Context: an optimization exercise on an open-source flow, tuned for small area, a short achievable clock period and few clock cycles. The choices shown serve that exercise and are no tape-out recipe. In this exercise RTL edits were held to simulation tests only and were not proved equivalent to the original. Power figures rest on the tool's default switching activity, not on a simulated workload.

==> inputs of job 365 <==
## cpu
module cpu (
  input  wire        clk,
  input  wire        rst_n,
  output wire [31:0] address,
  output reg  [31:0] write_data,
  input  wire [31:0] read_data,
  output wire        we,
  output wire        re,
  input  wire        mem_busy
);
export LEC_CHECK = 0
export CAP_MARGIN = 20
export CORE_MARGIN = 2
export CORE_UTILIZATION = 40
export CTS_BUF_LIST = sky130_fd_sc_hd__clkbuf_16
export CTS_CLUSTER_DIAMETER = 75
export CTS_CLUSTER_SIZE = 26
export SETUP_SLACK_MARGIN = 5
export SLEW_MARGIN = 20
export SYNTH_HIERARCHICAL = 1
create_clock -name core_clock -period 10.0 [get_ports {clk}]
run.sh (not shown) runs the stock make flow with config.mk's settings and CLKGATE_MAP_FILE= SYNTH_SCRIPT=/design/flow/synth_recipe.tcl, a recipe that flattens the netlist after the stock synthesis.
==> inputs of job 105, as changes to job 365 <==
- CTS_CLUSTER_DIAMETER: 75 -> 60
- CTS_CLUSTER_SIZE: 26 -> 20
==> results.txt <==
In job 365 the non-clock buffer count is lower than in job 105, by 9.
In job 365 the cell count is lower than in job 105, by 0.75%.
Of job 105 and job 365, job 105 has the higher global-route usage (gap 0.21 points).
Against job 105, the via count of job 365 is lower by 1.0%.
Between job 105 and job 365, the lower clock power is in job 365 (gap about 16%, measured against job 365).
Of job 105 and job 365, job 105 has the higher critical path depth (gap 11).
Testbench counts of job 365, summed over its fixed seeds: cycles 153,005.
Testbench counts of job 105, summed over its fixed seeds: cycles 153,005.

==> delta: inputs <==
cpu, a different RTL version from the one above (not shown whole).
==> flow/config.mk <==
export PLATFORM = sky130hd
export DESIGN_NAME = cpu
export DESIGN_NICKNAME = cpu
export VERILOG_FILES = /design/flow/design.v
export SDC_FILE = /design/flow/constraint.sdc
export NUM_CORES = 8
export LEC_CHECK = 0
export CAP_MARGIN = 20
export CORE_MARGIN = 2
export CORE_UTILIZATION = 40
export CTS_BUF_LIST = sky130_fd_sc_hd__clkbuf_16
export CTS_CLUSTER_DIAMETER = 60
export CTS_CLUSTER_SIZE = 20
export SETUP_SLACK_MARGIN = 5
export SLEW_MARGIN = 20
export SYNTH_HIERARCHICAL = 1
==> flow/constraint.sdc <==
create_clock -name core_clock -period 10.0 [get_ports {clk}]
set_input_delay 2.0000 -clock core_clock [delete_from_list [all_inputs] [get_ports {clk}]]
set_output_delay 2.0000 -clock core_clock [all_outputs]
set_load 0.01 [all_outputs]
==> yarrow: changes against delta <==
--- a/flow/design.v
+++ b/flow/design.v
@@ -16,21 +16,46 @@
   input  wire        s_and,
   input  wire        s_link,
   output wire [31:0] result,
   output wire [31:0] sum,
   output wire        eq,
   output wire        lt,
   output wire        ltu
 );
-  wire [32:0] addr = {1'b0, operand1} + {1'b0, operand2 ^ {32{sub}}} + {32'd0, sub};
-  assign sum = addr[31:0];
+  wire [31:0] addr = operand1 + (operand2 ^ {32{sub}}) + {31'd0, sub};
+  assign sum = addr;
   assign eq  = (operand1 == operand2);
-  assign ltu = ~addr[32];
-  assign lt  = (operand1[31] == operand2[31]) ? addr[31] : operand1[31];
+  wire [31:0] l0 = ~operand1 & operand2;
+  wire [31:0] e0 = ~(operand1 ^ operand2);
+  wire [15:0] l1, e1;
+  wire [ 7:0] l2, e2;
+  wire [ 3:0] l3, e3;
+  wire [ 1:0] l4, e4;
+  genvar k;
+  generate
+    for (k = 0; k < 16; k = k + 1) begin : c1
+      assign l1[k] = l0[2*k+1] | (e0[2*k+1] & l0[2*k]);
+      assign e1[k] = e0[2*k+1] & e0[2*k];
+    end
+    for (k = 0; k < 8; k = k + 1) begin : c2
+      assign l2[k] = l1[2*k+1] | (e1[2*k+1] & l1[2*k]);
+      assign e2[k] = e1[2*k+1] & e1[2*k];
+    end
+    for (k = 0; k < 4; k = k + 1) begin : c3
+      assign l3[k] = l2[2*k+1] | (e2[2*k+1] & l2[2*k]);
+      assign e3[k] = e2[2*k+1] & e2[2*k];
+    end
+    for (k = 0; k < 2; k = k + 1) begin : c4
+      assign l4[k] = l3[2*k+1] | (e3[2*k+1] & l3[2*k]);
+      assign e4[k] = e3[2*k+1] & e3[2*k];
+    end
+  endgenerate
+  assign ltu = l4[1] | (e4[1] & l4[0]);
+  assign lt  = (operand1[31] ^ operand2[31]) ? operand1[31] : ltu;
   reg  [31:0] sh_in, sh_rev;
   integer i;
   always @(*) begin
     for (i = 0; i < 32; i = i + 1)
       sh_in[i] = left ? operand1[31 - i] : operand1[i];
   end
   wire [32:0] sh_res = $signed({sra & operand1[31], sh_in}) >>> operand2[4:0];
   wire [31:0] sh_out = sh_res[31:0];
@@ -158,22 +183,19 @@
   reg [ 2:0] m_f3;
   reg        w_ld, w_sbh;
   reg [ 4:0] w_rd;
   reg [ 2:0] w_f3;
   reg [ 1:0] w_off;
   wire m_rreq = s_data & ~s_dwr;    
   reg        r_v;          
   reg [29:0] r_pc;         
-  reg        ir_v;         
-  reg [31:0] ir;
-  reg [29:0] ir_pc;
-  wire        d_v   = ir_v | r_v;
-  wire [31:0] inst  = ir_v ? ir : read_data;
-  wire [29:0] pc_d  = ir_v ? ir_pc : r_pc;
+  wire        d_v   = r_v;
+  wire [31:0] inst  = read_data;
+  wire [29:0] pc_d  = r_pc;
   wire [4:0] op     = inst[6:2];
   wire       i_u    = op[2] & op[0];                  
   wire       i_jal  = op[1];
   wire       i_jalr = op[4] & ~op[1] & op[0];
   wire       i_br   = op[4] & ~op[0];
   wire       i_ld   = ~op[4] & ~op[3] & ~op[2];
   wire       i_st   = ~op[4] & op[3] & ~op[2];
   wire       i_opi  = ~op[4] & ~op[3] & op[2] & ~op[0];
@@ -187,19 +209,24 @@
   wire use1 = ~(i_u | i_jal);
   wire use2 = i_op | i_br | i_st;
   wire wrd  = ~(i_br | i_st) & (rd != 5'd0);
   wire [31:0] imm_i = {{20{inst[31]}}, inst[31:20]};
   wire [31:0] imm_s = {{20{inst[31]}}, inst[31:25], inst[11:7]};
   wire [31:0] imm_u = {inst[31:12], 12'd0};
   wire [29:0] off_b = {{20{inst[31]}}, inst[7], inst[30:25], inst[11:9]};
   wire [29:0] off_j = {{12{inst[31]}}, inst[19:12], inst[20], inst[30:22]};
-  wire [29:0] d_tgt  = pc_d + (i_jal ? off_j : off_b);
+  wire [18:0] off_l  = i_jal ? off_j[18:0] : off_b[18:0];
+  wire [19:0] tgt_l  = {1'b0, pc_d[18:0]} + {1'b0, off_l};
+  wire [10:0] pc_hu  = pc_d[29:19] + 11'd1;
+  wire [10:0] pc_hd  = pc_d[29:19] - 11'd1;
+  wire [10:0] tgt_h  = (tgt_l[19] == inst[31]) ? pc_d[29:19] : tgt_l[19] ? pc_hu : pc_hd;
+  wire [29:0] d_tgt  = {tgt_h, tgt_l[18:0]};
   wire [29:0] pc_d1  = pc_d + 30'd1;
-  wire        d_pred = d_v & (i_jal | (i_br & inst[31]));
+  wire        d_take = i_jal | (i_br & inst[31]);    
   wire [31:0] v1, v2;
   reg         w_wen;
   reg  [ 4:0] w_addr;
   reg  [31:0] w_data;
   register_file reg_file (
     .clk      (clk),
     .rst_n    (rst_n),
     .we       (w_wen),
@@ -208,25 +235,16 @@
     .rs2      (rs2),
     .rd_data  (w_data),
     .en1      (use1),
     .x1       (i_u & ~op[3]),
     .x1_data  ({pc_d, 2'b00}),
     .rs1_data (v1),
     .rs2_data (v2)
   );
-  wire [4:0] op_r   = ir[6:2];
-  wire       r_u    = op_r[2] & op_r[0];
-  wire       r_jal  = op_r[1];
-  wire       r_br   = op_r[4] & ~op_r[0];
-  wire       r_st   = ~op_r[4] & op_r[3] & ~op_r[2];
-  wire       r_op   = ~op_r[4] & op_r[3] & op_r[2] & ~op_r[0];
-  wire       r_use1 = ~(r_u | r_jal);
-  wire       r_use2 = r_op | r_br | r_st;
-  wire       r_wrd  = ~(r_br | r_st) & (ir[11:7] != 5'd0);
   reg        e_v;
   reg [31:0] e_op1, e_op2, e_aux, e_last;
   reg [ 4:0] e_rd;         
   reg [ 2:0] e_f3;
   reg        e_sub, e_left, e_sra;
   reg        e_sadd, e_ssh, e_sslt, e_ssltu, e_sxor, e_sor, e_sand, e_slink;
   reg        e_fw1, e_fw2, e_fwa;
   reg        e_ld, e_sbh, e_sw, e_br, e_jalr, e_pred;
@@ -281,19 +299,18 @@
   function automatic hit_ld(input [4:0] r);
     hit_ld = (r != 5'd0) &
              ((ld_e & (e_rd == r)) | (ld_m & (m_rd == r)) | (w_ld & (w_rd == r)));
   endfunction
   function automatic hit_wr(input [4:0] r);
     hit_wr = (ld_e & (e_rd == r)) | (ld_m & (m_rd == r));
   endfunction
   wire hz   = (use1 & hit_ld(rs1)) | (use2 & hit_ld(rs2)) | (wrd & hit_wr(rd));
-  wire hz_r = (r_use1 & hit_ld(ir[19:15])) | (r_use2 & hit_ld(ir[24:20])) |
-              (r_wrd & hit_wr(ir[11:7]));
   wire d_adv  = d_v & ~hz & e_free & ~e_redir;
+  wire d_pred = d_adv & d_take;
   function automatic fw(input [4:0] r);
     fw = e_v & e_wr & (e_rd == r);
   endfunction
   reg  [ 7:0] ld_b;
   wire [15:0] ld_h = w_off[1] ? read_data[31:16] : read_data[15:0];
   always @(*) begin
     case (w_off)
       2'b00:   ld_b = read_data[ 7: 0];
@@ -326,28 +343,24 @@
       w_addr = w_rd;
       w_data = ld_val;
     end else begin
       w_wen  = go & e_adv & e_wr;
       w_addr = e_rd;
       w_data = e_res;
     end
   end
-  wire drop  = ~d_adv & ir_v & r_v;                
-  wire queue = d_adv & ir_v & r_v & ~d_pred;       
+  wire drop  = d_v & ~d_adv;                       
   wire kill  = e_redir | d_pred | drop;            
-  wire ir_v_n = ~e_redir & (d_adv ? queue : d_v);
-  wire ir_en  = ~ir_v | (~hz_r & e_free);
   always @(posedge clk or negedge rst_n) begin
     if (!rst_n) begin
       s_data <= 1'b0;
       s_dwr  <= 1'b0;
       fa     <= 30'h00001000;
       r_v    <= 1'b0;
-      ir_v   <= 1'b0;
       e_v    <= 1'b0;
       m_ld   <= 1'b0;
       m_sbh  <= 1'b0;
       w_ld   <= 1'b0;
       w_sbh  <= 1'b0;
     end else if (go) begin
       if (w_sbh) begin
         s_data <= 1'b1;
@@ -362,24 +375,23 @@
       if (e_issue) begin
         m_ld  <= e_ld;
         m_sbh <= e_sbh;
       end
       w_ld  <= m_rreq & m_ld;
       w_sbh <= m_rreq & m_sbh;
       if (e_redir)
         fa <= e_tgt;
-      else if (d_pred)
-        fa <= d_tgt;
       else if (drop)
         fa <= r_pc;
+      else if (d_pred)
+        fa <= d_tgt;
       else if (fetch)
         fa <= fa + 30'd1;
       r_v  <= fetch & ~kill;
-      ir_v <= ir_v_n;
       e_v  <= (e_v & e_hold) | d_adv;
     end
   end
   always @(posedge clk) begin
     if (go) begin
       if (e_issue) begin
         daddr      <= alu_sum;
         write_data <= st_d;
@@ -387,29 +399,25 @@
         m_f3       <= e_f3;
       end else if (w_sbh) begin
         write_data <= st_merge;
       end
       w_rd  <= m_rd;
       w_f3  <= m_f3;
       w_off <= daddr[1:0];
       r_pc <= fa;
-      if (ir_en) begin
-        ir    <= read_data;
-        ir_pc <= r_pc;
-      end
       if (e_adv)
         e_last <= e_res;
       if (e_free) begin
         e_op1   <= v1;
         e_op2   <= (i_op | i_br) ? v2 : i_u ? imm_u : i_st ? imm_s : imm_i;
         e_aux   <= i_st ? v2 : (i_link | (i_br & inst[31])) ? {pc_d1, 2'b00} : {d_tgt, 2'b00};
         e_rd    <= wrd ? rd : 5'd0;
         e_f3    <= f3;
-        e_sub   <= (i_op & inst[30] & (f3 == 3'b000)) | i_br | (i_alu & (f3[2:1] == 2'b01));
+        e_sub   <= i_op & inst[30] & (f3 == 3'b000);
         e_left  <= (f3 == 3'b001);
         e_sra   <= inst[30];
         e_sadd  <= ~i_link & (~i_alu | (f3 == 3'b000));
         e_ssh   <= i_alu & (f3[1:0] == 2'b01);
         e_sslt  <= i_alu & (f3 == 3'b010);
         e_ssltu <= i_alu & (f3 == 3'b011);
         e_sxor  <= i_alu & (f3 == 3'b100);
         e_sor   <= i_alu & (f3 == 3'b110);
==> notes <==
Between yarrow and delta, the lower area after synthesis is in yarrow (gap about 4%, measured against delta).
Against yarrow, the worst setup slack of delta is lower by 0.19 ns.
In delta the worst hold slack is worse than in yarrow, by 0.0066 ns.
In yarrow the combinational power is smaller than in delta, by about 40%.
yarrow finished but fails on slew limit. delta produced a clean layout.
Against delta, the die area of yarrow is smaller by about 4%.
Clock power: delta is higher than yarrow (about 3%).
Cell count: delta is higher than yarrow (about 3.5%).
Testbench counts of delta, summed over its fixed seeds: cycles 151,969.
Testbench counts of yarrow, summed over its fixed seeds: cycles 153,005.

-- re-timing with driven ports --
The flow's constraints put no driver on any port. The routed layouts listed below were extracted and timed again, unchanged, in two steps. Step 1 (the two cells are an assumption about what drives the block):
set clk [get_ports {clk}]
set_driving_cell -lib_cell sky130_fd_sc_hd__clkbuf_16 $clk
set_driving_cell -lib_cell sky130_fd_sc_hd__buf_2 [delete_from_list [all_inputs] $clk]
Step 2 also shifts input and output timing later by t, the mid clock arrival at the registers, as if the neighbouring blocks saw the same clock. a / b / c = ideal / step 1 / step 2; a / b = the first two.
| run | t, ns | setup slack, ns | hold slack, ns | worst setup path after step 2 |
|---|---|---|---|---|
| job 365 | 0.816 | 4.824 / 4.797 / 3.981 | 0.428 / 0.428 / 0.428 | input to register |
| job 105 | 0.836 | 4.944 / 4.944 / 4.188 | 0.420 / 0.420 / 0.420 | input to register |
| delta | 0.860 | 4.668 / 4.668 / 3.930 | 0.426 / 0.426 / 0.426 | input to register |
| yarrow | 0.847 | 4.861 / 4.685 / 3.838 | 0.433 / 0.433 / 0.433 | input to register |
For yarrow, which loses most, drivers alone change the setup slack by -0.176 ns; drivers and shift together by -1.023 ns.
